From an optimization exercise on the open Yosys and OpenROAD flow, aimed at small area and a short achievable clock period; shortcuts taken in it are not production practice. Function was checked by simulation only, so behaviour that the tests miss may differ from the original. Power figures rest on the tool's default switching activity, not on a simulated workload.

$ cat flow/design.v
`timescale 1ns / 100ps
module P1_Reg_4_bit_async (DataIn, DataOut, en, rst, clk);
    input [3:0] DataIn;
    output [3:0] DataOut;
    input en;
    input rst;
    input clk;
    reg [3:0] DataReg;
    always @(posedge clk or posedge rst)
        if(rst)
            DataReg <= 4'b0;
        else if (en)
            DataReg <= DataIn;
    assign DataOut = DataReg;
endmodule
`timescale 1ns / 100ps
module P1_Reg_5_bit_async (DataIn, DataOut, en, rst, clk);
    input [4:0] DataIn;
    output [4:0] DataOut;
    input en;
    input rst;
    input clk;
    reg [4:0] DataReg;
    always @(posedge clk or posedge rst)
        if(rst)
            DataReg <= 5'b0;
        else if (en)
            DataReg <= DataIn;
    assign DataOut = DataReg;
endmodule
`timescale 1ns / 100ps
module P1_Reg_8_bit_async (DataIn, DataOut, en, rst, clk);
    input [7:0] DataIn;
    output [7:0] DataOut;
    input en;
    input rst;
    input clk;
    reg [7:0] DataReg;
    always @(posedge clk or posedge rst)
  	    if(rst)
            DataReg <= 8'b0;
        else if (en)
            DataReg <= DataIn;
    assign DataOut = DataReg;
endmodule
`timescale 1ns / 100ps
module r_w_enable (
    input       clk,
    input       rst,
    output wire write_en,
    output wire read_en,
    output wire ph0_en,
    output wire ph1_en
);
    reg [1 : 0] counter;
    always @(posedge clk or posedge rst) begin
        if (rst) begin
            counter <= 2'b00;
        end
        else begin
            counter <= counter + 1;
        end
    end
    assign write_en = (counter == 2'b10);
    assign read_en  = (counter == 2'b11);
    assign ph0_en   = (counter == 2'b00);
    assign ph1_en   = (counter == 2'b01);
endmodule
`timescale 1ns / 100ps
module ram #(
    parameter ADDR_WIDTH = 4,   
    parameter DATA_WIDTH = 8   
)(
    input                               clk,     
    input                               rst, 
    input                               write_en,
    input                               read_en,     
    input  [ADDR_WIDTH - 1 : 0]         addr_write, 
    input  [DATA_WIDTH - 1 : 0]         data_in,    
    input  [ADDR_WIDTH - 1 : 0]         addr_read1,   
    input  [ADDR_WIDTH - 1 : 0]         addr_read2, 
    input  [ADDR_WIDTH - 1 : 0]         addr_read3, 
    output reg [DATA_WIDTH - 1 : 0]     data_out1,
    output reg [DATA_WIDTH - 1 : 0]     data_out2, 
    output reg [DATA_WIDTH - 1 : 0]     data_out3  
);
    reg [DATA_WIDTH - 1 : 0]    ram [0 : 13];
    always @(posedge clk or posedge rst) begin
        if (rst) begin
            ram[0]  <= 8'd128;
            ram[1]  <= 8'b0;
            ram[2]  <= 8'b0;
            ram[3]  <= 8'b0;
            ram[4]  <= 8'b0;
            ram[5]  <= 8'b0;
            ram[6]  <= 8'b0;
            ram[7]  <= 8'b0;
            ram[8]  <= 8'b0;
            ram[9]  <= 8'b0;
            ram[10] <= 8'b0;
            ram[11] <= 8'b0;
            ram[12] <= 8'b0;
            ram[13] <= 8'b0;
            data_out1 <= 8'b0;
            data_out2 <= 8'b0;
            data_out3 <= 8'b0;
        end
        else begin
            if (write_en && addr_write) begin
                ram[addr_write] <= data_in;
            end
            else if (read_en) begin
                data_out1 <= ram[addr_read1];
                data_out2 <= ram[addr_read2];
                data_out3 <= ram[addr_read3];
            end
        end
    end
endmodule
`timescale 1ns / 100ps
module Find_Row(height_in, width_in, str_id_1, str_id_2, str_id_3);
    input [4:0] height_in, width_in;
    output reg [3:0] str_id_1, str_id_2, str_id_3;
    always @(*)
    begin
        case (height_in)
            5'd4: {str_id_1, str_id_2, str_id_3}    = {4'd10, 4'd8,  4'd0};
            5'd5: {str_id_1, str_id_2, str_id_3}    = {4'd8,  4'd6,  4'd0};
            5'd6: {str_id_1, str_id_2, str_id_3}    = {4'd6,  4'd4,  4'd0};
            5'd7: {str_id_1, str_id_2, str_id_3}    = {4'd4,  4'd1,  4'd2};
            5'd8: {str_id_1, str_id_2, str_id_3}    = {4'd1,  4'd2,  4'd3};
            5'd9: {str_id_1, str_id_2, str_id_3}    = {4'd3,  4'd5,  4'd0};
            5'd10:{str_id_1, str_id_2, str_id_3}    = {4'd5,  4'd7,  4'd0};
            5'd11:{str_id_1, str_id_2, str_id_3}    = {4'd7,  4'd9,  4'd0};
            5'd12:{str_id_1, str_id_2, str_id_3}    = {4'd9,  4'd0,  4'd0};
            5'd13, 5'd14, 5'd15, 5'd16:  
                  {str_id_1, str_id_2, str_id_3}    = {4'd13, 4'd12, 4'd11};
            default: 
                  {str_id_1, str_id_2, str_id_3}    = {4'd0,  4'd0,  4'd0};
        endcase
    end
endmodule
`timescale 1ns / 100ps
module Min_Occupied_Width_No (
    occupied_width_1,
    occupied_width_2,
    occupied_width_3,
    min_occupied_width_no
);
    input [7:0] occupied_width_1;
    input [7:0] occupied_width_2;
    input [7:0] occupied_width_3;
    output [1:0] min_occupied_width_no; 
    reg [1:0] occupied_width_no;
    always @(*) begin
        if (occupied_width_1 > occupied_width_2) 
            occupied_width_no = (occupied_width_2 > occupied_width_3)? 2'd3 : 2'd2;
        else 
            occupied_width_no = (occupied_width_1 > occupied_width_3)? 2'd3 : 2'd1;
    end
    assign min_occupied_width_no = occupied_width_no;
endmodule
`timescale 1ns / 100ps
module Min_Occupied_Strip_Selector(
    strip_id_1,
    strip_id_2,
    strip_id_3,
    occupied_width_1,
    occupied_width_2,
    occupied_width_3,
    min_occupied_width_no,
    min_occupied_strip_id,
    min_occupied_strip_width
);
    input [3:0] strip_id_1;
    input [3:0] strip_id_2;
    input [3:0] strip_id_3;
    input [7:0] occupied_width_1;
    input [7:0] occupied_width_2;
    input [7:0] occupied_width_3;
    input [1:0] min_occupied_width_no;
    output reg [3:0] min_occupied_strip_id;
    output reg [7:0] min_occupied_strip_width;
    always @* begin
        case(min_occupied_width_no)
            2'd1: begin
                min_occupied_strip_id <= strip_id_1;
                min_occupied_strip_width <= occupied_width_1;
            end
            2'd2: begin
                min_occupied_strip_id <= strip_id_2;
                min_occupied_strip_width <= occupied_width_2;
            end
            2'd3: begin
                min_occupied_strip_id <= strip_id_3;
                min_occupied_strip_width <= occupied_width_3;
            end
            default:begin
                min_occupied_strip_id <= 0;
                min_occupied_strip_width <= 0;
            end
        endcase
    end
endmodule
`timescale 1ns / 100ps
module Strike_Detector(
    min_occupied_strip_width,
    width_in,
    strike_flag,
    new_occupied_strip_width
);
    input [7:0] min_occupied_strip_width;
    input [4:0] width_in;
    output reg strike_flag;
    output reg [7:0] new_occupied_strip_width;
    always @(*) begin
        new_occupied_strip_width = min_occupied_strip_width + {3'b000 , width_in};
        if (new_occupied_strip_width > 8'd128) 
            strike_flag = 1;
        else
            strike_flag = 0;
    end
endmodule
`timescale 1ns / 100ps
module Strike_Counter(
    strike_flag,
    en,
    clk,
    rst,
    strike_count
);
    input strike_flag;
    input en;
    input clk;
    input rst;  
    output reg [3:0] strike_count;
    always @(posedge clk or posedge rst) begin
        if (rst) begin 
            strike_count <= 0;
        end
        else if(en && strike_flag) begin
            strike_count <= strike_count + 1;
        end
    end
endmodule
`timescale 1ns / 100ps
module find_index (
    input [3 : 0]       strip_ID_in,
    input [7 : 0]       occupied_width_in,
    input               strike_flag_in,
    output reg [7 : 0]  x_out,
    output reg [7 : 0]  y_out
);
    always @(*) begin
        if(strike_flag_in) begin
            x_out <= 128;
            y_out <= 128;
        end
        else begin
            case(strip_ID_in)
                'd1:    y_out <= 0; 
                'd2:    y_out <= 8;
                'd3:    y_out <= 16;
                'd4:    y_out <= 25;
                'd5:    y_out <= 32;
                'd6:    y_out <= 42;
                'd7:    y_out <= 48;
                'd8:    y_out <= 59;
                'd9:    y_out <= 64;
                'd10:   y_out <= 76;
                'd11:   y_out <= 80;
                'd12:   y_out <= 96;
                'd13:   y_out <= 112;
                default: y_out <= 0;
            endcase
            if (strip_ID_in == 0)
                x_out <= 0;
            else
                x_out <= occupied_width_in;  
        end
    end
endmodule
`timescale 1ns / 100ps
module M216A_TopModule(
    input           clk_i,    
    input           rst_i,
    input  [4 : 0]  width_i,
    input  [4 : 0]  height_i,
    output [7 : 0]  index_x_o,
    output [7 : 0]  index_y_o,
    output [3 : 0]  strike_o
);
    wire            ph0_en;
    wire            ph1_en;
    wire [4 : 0]    height_input;
    wire [4 : 0]    width_input;
    wire [3 : 0]    internal_str_id_1;
    wire [3 : 0]    internal_str_id_2;
    wire [3 : 0]    internal_str_id_3;
    wire [7 : 0]    occ_width_1_reg;
    wire [7 : 0]    occ_width_2_reg;
    wire [7 : 0]    occ_width_3_reg;
    wire            write_en;
    wire            read_en;
    wire [1 : 0]    min_occupied_width_no_s4;
    wire [3 : 0]    min_occupied_strip_id_s4;   
    wire [7 : 0]    min_occupied_strip_width_s4;
    wire [7 : 0]    min_occupied_strip_width_s5;
    wire [3 : 0]    min_occupied_strip_id_s5; 
    wire [3 : 0]    min_occupied_strip_id;
    wire [7 : 0]    new_occupied_strip_width;
    wire [3 : 0]    strike_count;
    wire            strike_flag_s5;
    wire [7 : 0]    new_occupied_strip_width_s5;
    wire [4 : 0]    width_in_s5;
    wire [7 : 0]    x_index;
    wire [7 : 0]    y_index;
    P1_Reg_5_bit_async height_in_reg (
        .clk        (clk_i          ),
        .en         (ph1_en         ),
        .rst        (rst_i          ), 
        .DataIn     (height_i       ), 
        .DataOut    (height_input   )
    );
    P1_Reg_5_bit_async width_in_reg (
        .clk        (clk_i          ),
        .en         (ph1_en         ),
        .rst        (rst_i          ), 
        .DataIn     (width_i        ), 
        .DataOut    (width_input    )
    );
    Find_Row find_row_stage (
        .height_in  (height_input       ), 
        .width_in   (width_input        ), 
        .str_id_1   (internal_str_id_1  ), 
        .str_id_2   (internal_str_id_2  ), 
        .str_id_3   (internal_str_id_3  )
    );
    r_w_enable r_w_enable_inst (
        .clk        (clk_i                  ),
        .rst        (rst_i                  ),
        .write_en   (write_en               ),
        .read_en    (read_en                ),
        .ph0_en     (ph0_en                 ),
        .ph1_en     (ph1_en                 )
    );
    ram ram (
        .clk        (clk_i                  ),
        .rst        (rst_i                  ),
        .write_en   (write_en && !strike_flag_s5),
        .read_en    (read_en                ),
        .addr_write (min_occupied_strip_id  ),
        .data_in    (new_occupied_strip_width),
        .addr_read1 (internal_str_id_1      ),
        .addr_read2 (internal_str_id_2      ),
        .addr_read3 (internal_str_id_3      ),
        .data_out1  (occ_width_1_reg        ),
        .data_out2  (occ_width_2_reg        ),
        .data_out3  (occ_width_3_reg        )
    );
    Min_Occupied_Width_No  u_Min_Occupied_Width_No (
        .occupied_width_1           (occ_width_1_reg            ),
        .occupied_width_2           (occ_width_2_reg            ),
        .occupied_width_3           (occ_width_3_reg            ),
        .min_occupied_width_no      (min_occupied_width_no_s4   ) 
    );
    Min_Occupied_Strip_Selector  u_Min_Occupied_Strip_Selector (
        .strip_id_1                 (internal_str_id_1          ),
        .strip_id_2                 (internal_str_id_2          ),
        .strip_id_3                 (internal_str_id_3          ),
        .occupied_width_1           (occ_width_1_reg            ),
        .occupied_width_2           (occ_width_2_reg            ),
        .occupied_width_3           (occ_width_3_reg            ),
        .min_occupied_width_no      (min_occupied_width_no_s4   ),
        .min_occupied_strip_id      (min_occupied_strip_id_s4   ),
        .min_occupied_strip_width   (min_occupied_strip_width_s4)
    );
    P1_Reg_4_bit_async  u_min_occupied_strip_id_s4 (
        .clk        (clk_i                      ),
        .en         (ph0_en                     ),
        .rst        (rst_i                      ),
        .DataIn     (min_occupied_strip_id_s4   ),
        .DataOut    (min_occupied_strip_id_s5   )
    );
    P1_Reg_8_bit_async  u_min_occupied_strip_width_s4 (
        .clk        (clk_i                      ),
        .en         (ph0_en                     ),
        .rst        (rst_i                      ),
        .DataIn     (min_occupied_strip_width_s4),
        .DataOut    (min_occupied_strip_width_s5)
    );
    P1_Reg_5_bit_async  u_width_in_s4 (
        .clk        (clk_i                      ),
        .en         (ph0_en                     ),
        .rst        (rst_i                      ),
        .DataIn     (width_input                ),
        .DataOut    (width_in_s5                )
    );
    Strike_Detector  u_Strike_Detector (
        .min_occupied_strip_width   (min_occupied_strip_width_s5),
        .width_in                   (width_in_s5                ),
        .strike_flag                (strike_flag_s5             ),
        .new_occupied_strip_width   (new_occupied_strip_width_s5)
    );
    Strike_Counter  u_Strike_Counter (
        .clk            (clk_i              ),
        .en             (ph1_en             ),
        .rst            (rst_i              ),
        .strike_flag    (strike_flag_s5     ),
        .strike_count   (strike_count       )  
    );
    P1_Reg_4_bit_async  u_min_occupied_strip_id_s5 (
        .clk        (clk_i                      ),
        .en         (ph1_en                     ),
        .rst        (rst_i                      ),            
        .DataIn     (min_occupied_strip_id_s5   ),
        .DataOut    (min_occupied_strip_id      )
    );
    P1_Reg_8_bit_async  u_new_occupied_strip_width_s5 (
        .clk        (clk_i                      ),
        .en         (ph1_en                     ),
        .rst        (rst_i                      ),
        .DataIn     (new_occupied_strip_width_s5),
        .DataOut    (new_occupied_strip_width   )
    );
    find_index find_index_inst (
        .strip_ID_in            (min_occupied_strip_id_s5   ),
        .occupied_width_in      (min_occupied_strip_width_s5),
        .strike_flag_in         (strike_flag_s5             ),
        .x_out                  (x_index                    ),
        .y_out                  (y_index                    )
    );
    P1_Reg_4_bit_async P1_Reg_4_bit_inst4 (
        .clk        (clk_i                      ),
        .en         (ph0_en                     ),
        .rst        (rst_i                      ), 
        .DataIn     (strike_count               ),
        .DataOut    (strike_o                   )
    );
    P1_Reg_8_bit_async P1_Reg_8_bit_inst4 (
        .clk        (clk_i                      ),
        .en         (ph0_en                     ),
        .rst        (rst_i                      ), 
        .DataIn     (x_index                    ),
        .DataOut    (index_x_o                  )
    );
    P1_Reg_8_bit_async P1_Reg_8_bit_inst5 (
        .clk        (clk_i                      ),
        .en         (ph0_en                     ),
        .rst        (rst_i                      ), 
        .DataIn     (y_index                    ),
        .DataOut    (index_y_o                  )
    );
endmodule
$ cat flow/constraint.sdc
create_clock -name core_clock -period 3.3 [get_ports {clk_i}]
set_input_delay 0.6600 -clock core_clock [delete_from_list [all_inputs] [get_ports {clk_i}]]
set_output_delay 0.6600 -clock core_clock [all_outputs]
set_load 0.01 [all_outputs]
$ cat flow/run.sh
#!/bin/bash
# synth_recipe.tcl (not shown) runs the flow's synth.tcl, then flattens the netlist and writes it again
# the make line also repeats each setting of config.mk as NAME=value (left out here)
make -C /OpenROAD-flow-scripts/flow DESIGN_CONFIG=/design/flow/config.mk WORK_HOME=/design/flow/orfs CLKGATE_MAP_FILE= SYNTH_SCRIPT=/design/flow/synth_recipe.tcl finish
$ cat flow/config.mk
export PLATFORM = sky130hd
export DESIGN_NAME = M216A_TopModule
export DESIGN_NICKNAME = M216A_TopModule
export VERILOG_FILES = /design/flow/design.v
export SDC_FILE = /design/flow/constraint.sdc
export NUM_CORES = 4
export LEC_CHECK = 0
export CAP_MARGIN = 20
export CORE_MARGIN = 2
export CORE_UTILIZATION = 40
export SLEW_MARGIN = 20
==> results by group, run 1 <==
Drt
  • Detail Route Antenna Nets: 0
  • Total number of vias: 8,439
  • DR iter-0 viols: 850
  • WL per Instance: 23.0 um
  • Drt total wl: 33,200 um
  • DRC: 0
  • DR pass1 iterations: 6
  • Vias/cell: 5.84

Pwr
  • VDD IR-drop max: 0.387 mV
  • Tot Pwr: 8.86 mW
  • PwrDens: 686 nW/um2
  • Leakage: 5.71 nW

Critical path
  • CP Capture Type: flip-flop
  • CP Launch Type: flip-flop
  • Crit path DAT: 3.48 ns
  • Max FO, Critical Path: 9
  • Critical Setup Path Class: flip-flop to flip-flop
  • Required time worst endpoint: 3.71 ns

Status
  • Status: timing/DRC/antenna clean

STA
  • Setup violators final: 0
  • RSZ-0062 raised after global routing: false
  • Final hold violation count: 0
  • Max-slew headroom: 0.312
  • Skew final: 0.0174 ns
  • Worst slew pin tran: 1.03 ns
  • Final Max Slew Viols: 0
  • Fmax: 325 MHz
  • Final Cycle Share: 0.933
  • Min Tclk post-route: 3.08 ns
  • Setup_tns: 0 ns

Clock tree
  • Clk Latency, worst-skew pair: 0.53 ns
  • Setup Buffers After CTS: 0
  • Sink Count: 201
  • Post-cts resize count: 0
  • CTS tree: built
  • Worst-path clk slew: 0.06 ns
  • Num CTS Buffers: 24
  • H-tree depth: 1
  • Clk buf depth: 3
  • Hold_buf cts: 0
  • CTS Root Buffer Type: clkbuf_16

Floorplanning
  • Initial Util: 0.405
  • Die W: 171 um
  • Ports: 32
  • Row Count: 61
  • Area of the die: 29,400 um2
  • Chip height: 171 um
  • Core Area: 27,700 um2

Layout
  • Ant. Diodes: 0
  • Syn-to-layout area delta: 15.1%
  • Non-Filler Instances: 1,446
  • Share of layout cells above drive strength 1: 0.244
  • Nets: 1,108
  • Fillers: 2,591

Yosys
  • Seq/Total Area, Yosys: 0.449
  • Top FF cell, synth: dfrtp_1
  • Gate Count Post-Synth: 1,012
  • Netlist cell types: 85
  • Syn Area/Cell: 11.1 um2
  • Largest cells by area after synthesis: dfrtp_1, mux2_2, ha_1
  • Mapped Area: 11,200 um2
  • Synth Net Count: 1,070
  • FF+latch count, synth: 201
  • Ys Warns: 12
  • EDFF count, synth: 0
  • Synth area leader: dfrtp_1
  • Post-synth top area share: 0.446
  • Ys async rst share: 1.00

Global routing
  • First-pass GRT wire length: 51,500 um
  • Grt ovf: 0
  • Vias in the first global route: 8,262
  • Largest net degree at the start of global routing: 120
  • Initial antenna violation count: 0
  • Total track usage: 0.231

Place
  • Placed Cells: 1,402
  • Placer Congestion: 1.01
  • Final HPWL DP: 24,800 um
  • Port buffer count: 31

Min path
  • Worst hold path type: flip-flop to flip-flop

Job
  • Max cap viols: 0
[cells by family (layout without fill, tap and decap cells)]
logic type / Yosys count / in the layout / synth area share
muxes: 174 / 174 / 0.171
and+or+nand+nor: 245 / 245 / 0.121
adders and majority gates: 46 / 46 / 0.0520
AOI/OAI and AO/OA: 236 / 236 / 0.159
buffers and inverters: 100 / 156 / 0.0408
xor gates and xnor gates: 10 / 10 / 0.00781
DFF: 201 / 201 / 0.449
[power breakdown]
part | switching [mW] | internal, mW | total, mW
clock | 1.11 | 1.76 | 2.88
combinational | 0.920 | 1.05 | 1.97
sequential | 0.934 | 3.07 | 4.01
[per-layer routing]
metal  wire length, um  up-vias  GRT usage
li1                  -     3847          -
met1             15300     4239      0.329
met2             14900      284      0.358
met3              1950       69     0.0407
met4              1020        0     0.0704
met5                 0        -          0
[Yosys cell counts, types with 24 or more instances]
| cell | n |
|---|---|
| nand2_1 | 88 |
| dfrtp_1 | 200 |
| a21oi_1 | 26 |
| o21ai_0 | 39 |
| inv_1 | 40 |
| clkbuf_1 | 37 |
| mux2i_1 | 35 |
| nor2_1 | 32 |
| mux2_2 | 139 |
| ha_1 | 45 |
| a22oi_1 | 31 |
| nand3_1 | 24 |
[state kept, by name (all words and copies together) (netlist names)]
signal and flops:
P1_Reg_4_bit_inst4.DataReg 4, P1_Reg_8_bit_inst4.DataReg 8, P1_Reg_8_bit_inst5.DataReg 8, height_in_reg.DataReg 5
r_w_enable_inst.counter 2, ram.data_out1 8, ram.data_out2 8, ram.data_out3 8
ram.ram 112, u_Strike_Counter.strike_count 4, u_min_occupied_strip_id_s4.DataReg 4, u_min_occupied_strip_id_s5.DataReg 4
u_min_occupied_strip_width_s4.DataReg 8, u_new_occupied_strip_width_s5.DataReg 8, u_width_in_s4.DataReg 5, width_in_reg.DataReg 5
[worst paths after layout]
check	from	end	slack, ns	cells past startpoint
min in group asynchronous	rst_i	ram.ram[1][0]$_DFFE_PP0P_	0.60	3
setup reg to reg	height_in_reg.DataReg[1]$_DFFE_PP0N_	ram.data_out2[5]$_DFFE_PP0P_	0.22	11
max in group asynchronous	rst_i	u_width_in_s4.DataReg[4]$_DFFE_PP0N_	2.05	3
setup / recovery	height_in_reg.DataReg[1]$_DFFE_PP0N_	ram.data_out2[5]$_DFFE_PP0P_	0.22	11
hold / removal	ram.ram[0][7]$_DFFE_PP1P_	ram.ram[0][7]$_DFFE_PP1P_	0.39	0
hold reg to reg	ram.ram[0][7]$_DFFE_PP1P_	ram.ram[0][7]$_DFFE_PP1P_	0.39	0
[cells in the final DEF, fill, tap and decap left out, drive strengths merged, types with 6 or more instances in the layout]
master,count
a21oi,27
a221o,11
a221oi,10
a22o,22
a22oi,31
a311oi,6
a31oi,13
and3,6
buf,39
clkbuf,26
clkdlybuf4s50,31
clkinv,8
dfrtp,200
ha,45
inv,43
mux2,139
mux2i,35
nand2,89
nand2b,16
nand3,31
nand3b,7
nand4,16
nor2,36
nor2b,9
nor3,16
o211ai,6
o21a,11
o21ai,42
o221ai,6
o22ai,10
o2bb2ai,6
xor2,9
[through the flow]
stage | worst slack [ns] | cell area, um2 | utilization | hold slack (ns)
finish | 0.222 | 12900 | 0.466 | 0.386
global route | 0.0391 | 12900 | 0.466 | 0.394
CTS | 0.245 | 12900 | 0.466 | 0.385
detailed placement | 0.261 | 12000 | 0.435 | 0.377
global placement | 0.375 | 12000 | 0.435 | 0.376
floorplan | 0.0385 | 11200 | - | 0.436
[worst max-delay path, stage by stage, from the launching register on]
cell and delay [ns]:
dfrtp_1 0.48, inv_1 0.14, ha_1 0.29, ha_1 0.23
mux2i_1 0.08, or2_0 0.31, and2_1 0.29, buf_4 0.20
a32oi_4 0.17, and2_1 0.34, o31ai_1 0.12, o31a_1 0.31
[layout make-up]
type / instances / area (um2) / share of cell area
Multi-Input combinational cell: 711 / 5730 / 0.444
Sequential cell: 201 / 5030 / 0.390
Timing Repair Buffer: 70 / 653 / 0.0506
Clock buffer: 26 / 618 / 0.0479
Tap cell: 378 / 473 / 0.0366
Clock inverter: 18 / 249 / 0.0193
Inverter: 42 / 161 / 0.0125
==> run 2: changes to the inputs <==
==> flow/design.v (replaced) <==
`timescale 1ns / 100ps
`timescale 1ns / 100ps
`timescale 1ns / 100ps
`timescale 1ns / 100ps
`timescale 1ns / 100ps
`timescale 1ns / 100ps
`timescale 1ns / 100ps
`timescale 1ns / 100ps
`timescale 1ns / 100ps
`timescale 1ns / 100ps
`timescale 1ns / 100ps
`timescale 1ns / 100ps
module M216A_TopModule(
    input           clk_i,
    input           rst_i,
    input  [4 : 0]  width_i,
    input  [4 : 0]  height_i,
    output [7 : 0]  index_x_o,
    output [7 : 0]  index_y_o,
    output [3 : 0]  strike_o
);
    reg  [1:0] ph;
    reg  [1:0] warm;           
    reg  [3:0] h_q;            
    reg  [3:0] w_q;            
    reg  [6:0] min_q;
    reg  [1:0] idx_q;
    reg  [6:0] x_q;
    reg  [6:0] y_q;
    reg        s_q;
    reg  [3:0] cnt_q;
    wire [6:0] occ [1:13];
    wire ph0 = (ph == 2'd0);
    wire live = ph0 && warm[1];
    function [3:0] cand;
        input [3:0] h;
        input [1:0] j;
        begin
            cand = 4'd0;
            case (h)
                4'd4:  cand = (j == 2'd0) ? 4'd10 : (j == 2'd1) ? 4'd8 : 4'd0;
                4'd5:  cand = (j == 2'd0) ? 4'd8  : (j == 2'd1) ? 4'd6 : 4'd0;
                4'd6:  cand = (j == 2'd0) ? 4'd6  : (j == 2'd1) ? 4'd4 : 4'd0;
                4'd7:  cand = (j == 2'd0) ? 4'd4  : (j == 2'd1) ? 4'd1 : 4'd2;
                4'd8:  cand = (j == 2'd0) ? 4'd1  : (j == 2'd1) ? 4'd2 : 4'd3;
                4'd9:  cand = (j == 2'd0) ? 4'd3  : (j == 2'd1) ? 4'd5 : 4'd0;
                4'd10: cand = (j == 2'd0) ? 4'd5  : (j == 2'd1) ? 4'd7 : 4'd0;
                4'd11: cand = (j == 2'd0) ? 4'd7  : (j == 2'd1) ? 4'd9 : 4'd0;
                4'd12: cand = (j == 2'd0) ? 4'd9  : 4'd0;
                default: cand = (j == 2'd0) ? 4'd13 : (j == 2'd1) ? 4'd12 : 4'd11;
            endcase
        end
    endfunction
    function [6:0] ystart;
        input [3:0] id;
        begin
            case (id)
                4'd2:  ystart = 7'd8;
                4'd3:  ystart = 7'd16;
                4'd4:  ystart = 7'd25;
                4'd5:  ystart = 7'd32;
                4'd6:  ystart = 7'd42;
                4'd7:  ystart = 7'd48;
                4'd8:  ystart = 7'd59;
                4'd9:  ystart = 7'd64;
                4'd10: ystart = 7'd76;
                4'd11: ystart = 7'd80;
                4'd12: ystart = 7'd96;
                4'd13: ystart = 7'd112;
                default: ystart = 7'd0;
            endcase
        end
    endfunction
    wire [1:0] rj = ph - 2'd1;
    wire [3:0] rid = cand(h_q, rj);
    reg  [6:0] rd;
    integer i;
    always @(*) begin
        rd = 7'd0;
        for (i = 1; i <= 13; i = i + 1)
            if (rid == i) rd = occ[i];
    end
    wire upd = (ph == 2'd1) || ((rid != 4'd0) && (rd < min_q));
    wire [3:0] win_id = cand(h_q, idx_q);
    wire [4:0] w5 = {(w_q == 4'd0), w_q};
    wire [7:0] sum = {1'b0, min_q} + {3'b000, w5};
    wire strike = (sum > 8'd128);
    wire [6:0] nocc = sum[6:0] | {7{sum[7]}};
    always @(posedge clk_i) begin
        if (rst_i) begin
            ph <= 2'd0;
            warm <= 2'd0;
            x_q <= 7'd0;
            y_q <= 7'd0;
            s_q <= 1'b0;
            cnt_q <= 4'd0;
        end else begin
            ph <= ph + 2'd1;
            if (ph0 && !warm[1]) warm <= warm + 2'd1;
            if (live) begin
                x_q <= strike ? 7'd0 : min_q;
                y_q <= strike ? 7'd0 : ystart(win_id);
                s_q <= strike;
                if (strike) cnt_q <= cnt_q + 4'd1;
            end
        end
    end
    always @(posedge clk_i) begin
        if (ph0) begin
            h_q <= height_i[3:0];
            w_q <= width_i[3:0];
        end
        if (ph != 2'd0 && upd) begin
            min_q <= rd;
            idx_q <= rj;
        end
    end
    genvar g;
    generate
        for (g = 1; g <= 13; g = g + 1) begin : strip
            reg [6:0] v;
            always @(posedge clk_i) begin
                if (rst_i)
                    v <= 7'd0;
                else if (live && !strike && win_id == g)
                    v <= nocc;
            end
            assign occ[g] = v;
        end
    endgenerate
    assign index_x_o = {s_q, x_q};
    assign index_y_o = {s_q, y_q};
    assign strike_o  = cnt_q;
endmodule
==> run 2 against run 1 <==
- the layout now fails its checks (setup timing)
- sequential cell count is 70 lower
- combinational power is 3% higher
- clock power is 35% lower
- first-iteration DRC count is 50% lower
- non-clock buffer count is 71 higher
- final cell count is 25% lower
- synthesized area is 38% lower
- largest cell class unchanged
- largest power group is now combinational cells
==> results by group, run 2 <==
Min path
  • Worst Hold Depth: 2 (+2)
  • Worst hold path type: flip-flop to flip-flop
  • Hold Startpoint: x_q[4]$_SDFFE_PP0P_
  • Worst Hold Path EP: x_q[4]$_SDFFE_PP0P_

Critical path
  • Critical Setup Path Class: flip-flop to flip-flop
  • R2r setup slk: -0.64 ns (-0.86 ns)
  • CP Launch Type: flip-flop
  • Crit path DAT: 4.08 ns (+0.60 ns)
  • CP startpoint: h_q[0]$_DFFE_PN_
  • Reg2Reg Depth: 20 (+9)
  • Max FO, Critical Path: 8 (-1)
  • CP Capture Type: flip-flop
  • Crit Reg-Reg Startpoint: h_q[0]$_DFFE_PN_
  • Required time worst endpoint: 3.44 ns (-0.27 ns)
  • Reg2reg end: min_q[4]$_DFFE_PP_

Pwr
  • Leakage: 4.07 nW (-29%)
  • NetSw: 1.98 mW (-33%)
  • Clock share of power: 0.327 (+0.002)
  • P_int: 3.71 mW (-37%)
  • VDD IR-drop max: 0.408 mV (+5.2%)
  • Part of the power in registers: 0.317 (-0.135)
  • PwrDens: 623 nW/um2 (-9.2%)
  • Net Sw Frac: 0.348 (+0.0131)
  • Comb pwr share: 0.355 (+0.132)
  • Tot Pwr: 5.69 mW (-36%)

Yosys
  • Post-synth top area share: 0.329 (-0.118)
  • Most common cell in the synthesized netlist: nor2_1
  • Synth Net Count: 777 (-27%)
  • EDFF count, synth: 17 (+17)
  • Seq/Total Area, Yosys: 0.402 (-0.0465)
  • Synth area leader: dfxtp_1
  • Largest cells by area after synthesis: dfxtp_1, mux2i_1, edfxtp_1
  • Syn Area/Cell: 9.34 um2 (-16%)
  • Most frequent cells after synthesis: nor2_1, dfxtp_1, mux2i_1, nand2_1, a21oi_1
  • Netlist cell types: 77 (-9.4%)
  • Ys async rst share: 0 (-1.00)
  • Mapped Area: 6950 um2 (-38%)
  • Top FF cell, synth: dfxtp_1
  • FF+latch count, synth: 131 (-35%)
  • Ys Warns: 1 (-11)
  • Gate Count Post-Synth: 744 (-26%)

Global routing
  • Vias in the first global route: 5,793 (-30%)
  • Initial antenna violation count: 0 (unchanged)
  • Total track usage: 0.216 (-0.0151)
  • Grt ovf: 0 (unchanged)
  • Largest net degree at the start of global routing: 68 (-43%)
  • First-pass GRT wire length: 30,500 um (-41%)

Drt
  • Total number of vias: 5,987 (-29%)
  • WL per Instance: 17.8 um (-22%)
  • Vias/cell: 5.50 (-5.7%)
  • DR pass1 iterations: 5 (-1)
  • DR iter-0 viols: 422 (-50%)
  • Detail Route Antenna Nets: 0 (unchanged)
  • DRC: 0 (unchanged)
  • Drt total wl: 19,400 um (-42%)

Status
  • Blocking Checks: setup timing
  • Status: complete, but fails checks

Place
  • Final HPWL DP: 13,500 um (-46%)
  • Placer Congestion: 0.901 (-11%)
  • Port buffer count: 29 (-6.5%)

Layout
  • Max FFs per register: 91 (-19%)
  • Ant. Diodes: 0 (unchanged)
  • Most frequent cells in the layout: nor2_1, dfxtp_1, mux2i_1
  • Syn-to-layout area delta: 31.5%
  • Commonest non-fill, non-tap cell in the layout: nor2_1
  • Most flops, register: strip.v
  • Share of layout cells above drive strength 1: 0.276 (+0.0314)
  • Final core utilization: 0.534 (+0.0676)
  • Nets: 883 (-20%)

Floorplanning
  • Row Count: 48 (-21%)
  • Core Area: 17,100 um2 (-38%)
  • Initial Util: 0.406 (+0.000952)
  • Die W: 136 um (-21%)
  • Chip height: 136 um (-21%)
  • Area of the die: 18,400 um2 (-37%)
  • Ports: 32 (unchanged)

STA
  • PnR worst setup slack: -0.639 ns (-0.861 ns)
  • Final Max Slew Viols: 0 (unchanged)
  • Final Cycle Share: 1.19 (+0.261)
  • Hold_ws: 0.450 ns (+0.0643 ns)
  • Final hold violation count: 0 (unchanged)
  • Worst slew pin tran: 0.734 ns (-0.291 ns)
  • Skew final: 0.00889 ns (-0.00846 ns)
  • Min Tclk post-route: 3.94 ns (+0.861 ns)
  • Fmax: 254 MHz (-22%)
  • Max-slew headroom: 0.511 (+0.199)
  • RSZ-0062 raised after global routing: true
  • Setup violators final: 9 (+9)

Clock tree
  • Clk Latency, worst-skew pair: 0.42 ns (-0.11 ns)
  • Clk buf depth: 2 (-1)
  • Hold_buf cts: 0 (unchanged)
  • Num CTS Buffers: 17 (-29%)
  • CTS Root Buffer Type: clkbuf_16
  • CTS tree: built
  • Worst-path clk slew: 0.06 ns (about the same)
  • H-tree depth: 4 (+3)
  • Sink Count: 131 (-35%)

Job
  • Max cap viols: 0 (unchanged)
-- run 2: power groups by stage --
| stage | Sequential (mW) | Clock, mW | Combinational, mW |
|---|---|---|---|
| 2_1_floorplan | 1.80 | 0 | 1.10 |
| 3_3_place_gp | 1.83 | 0 | 1.68 |
| 3_5_place_dp | 1.83 | 0 | 1.71 |
| 4_1_cts | 1.80 | 1.89 | 1.89 |
| 5_1_grt | 1.81 | 1.97 | 2.15 |
| 6_report | 1.80 | 1.86 | 2.02 |
-- run 2: per-stage QoR --
| stage | cell area [um2] | setup TNS (ns) | cells | setup slack, ns |
|---|---|---|---|---|
| final | 9130 | -5.69 | 1088 | -0.639 |
| after detailed placement | 7990 | -7.72 | 1028 | -0.832 |
| after floorplan | 7030 | -3.46 | 744 | -0.385 |
| after global routing | 9130 | -7.37 | 1088 | -0.824 |
| after global placement | 7990 | -6.04 | 1028 | -0.671 |
| after CTS | 8930 | -4.89 | 1080 | -0.553 |
-- run 2: cell type report --
class,instances,area (um2)
Multi-Input combinational cell,534,4090
Tap cell,225,282
Timing Repair Buffer,141,1280
Sequential cell,131,2800
Inverter,25,100
Clock buffer,22,494
Fill cell,1527,7980
Clock inverter,10,93.8
-- run 2: worst max path at each step --
stage,to
3_5_place_dp,idx_q[0]$_DFFE_PP_
2_1_floorplan,idx_q[0]$_DFFE_PP_
4_1_cts,min_q[1]$_DFFE_PP_
3_3_place_gp,idx_q[1]$_DFFE_PP_
6_report,min_q[4]$_DFFE_PP_
5_1_grt,idx_q[0]$_DFFE_PP_
-- run 2: repair_timing --
item,CTS,global route
setup buffers,20,8
gates resized for setup,39,32
pin swaps,8,7
endpoints found under the setup margin,20,53
-- run 2: critical path, stage by stage (launching register included) --
cell and delay [ns]:
edfxtp_1 0.50, buf_6 0.17, nor4b_4 0.31, nor4_4 0.10, o221ai_4 0.24, buf_4 0.16
buf_12 0.13, buf_6 0.11, mux2i_1 0.07, a21oi_1 0.21, nor2_2 0.08, a21oi_2 0.22
ha_4 0.24, a21oi_2 0.15, o22ai_2 0.09, nor3_2 0.12, o31ai_2 0.11, nor3_2 0.16
nand2_1 0.13, o21ai_4 0.19, buf_6 0.14
-- run 2: per-layer routing --
layer  routed length [um]  global-route usage  up-vias
met2                 9440               0.361      191
li1                     -                   -     2845
met4                  646              0.0978        0
met1                 8140               0.270     2906
met3                 1180              0.0408       45
met5                    0                   0        -
-- run 2: logic make-up (layout without fill, tap and decap cells) --
| logic type | count (synthesis) | in the layout | synth area share |
|---|---|---|---|
| AOI/OAI and AO/OA | 123 | 123 | 0.125 |
| adders and majority gates | 21 | 21 | 0.0389 |
| muxes | 111 | 111 | 0.173 |
| DFF | 131 | 131 | 0.402 |
| and+or+nand+nor | 272 | 272 | 0.194 |
| buffers and inverters | 79 | 198 | 0.0582 |
| xor gates and xnor gates | 7 | 7 | 0.00883 |

port drivers added, routing unchanged:
How much do the figures lean on ideal ports? The routed layouts below were timed once more, with nothing changed but the port constraints.
Step 1, drivers: a clkbuf_16 drives clk_i and a buf_2 each remaining input, both assumed.
Step 2 times the ports against the registers' clock, not the clock port: input delays grow and output delays shrink by t, the midpoint of the rising clock arrivals with the driver on.
a / b / c = ideal ports / drivers / drivers and shift; a / b = the first two.
| run | shift t [ns] | slack for setup (ns) | cell pins on the clock port's net |
|---|---|---|---|
| run 1 | 0.573 | 0.222 / 0.222 / 0.222 | 1 |
| run 2 | 0.459 | -0.639 / -0.639 / -0.639 | 1 |
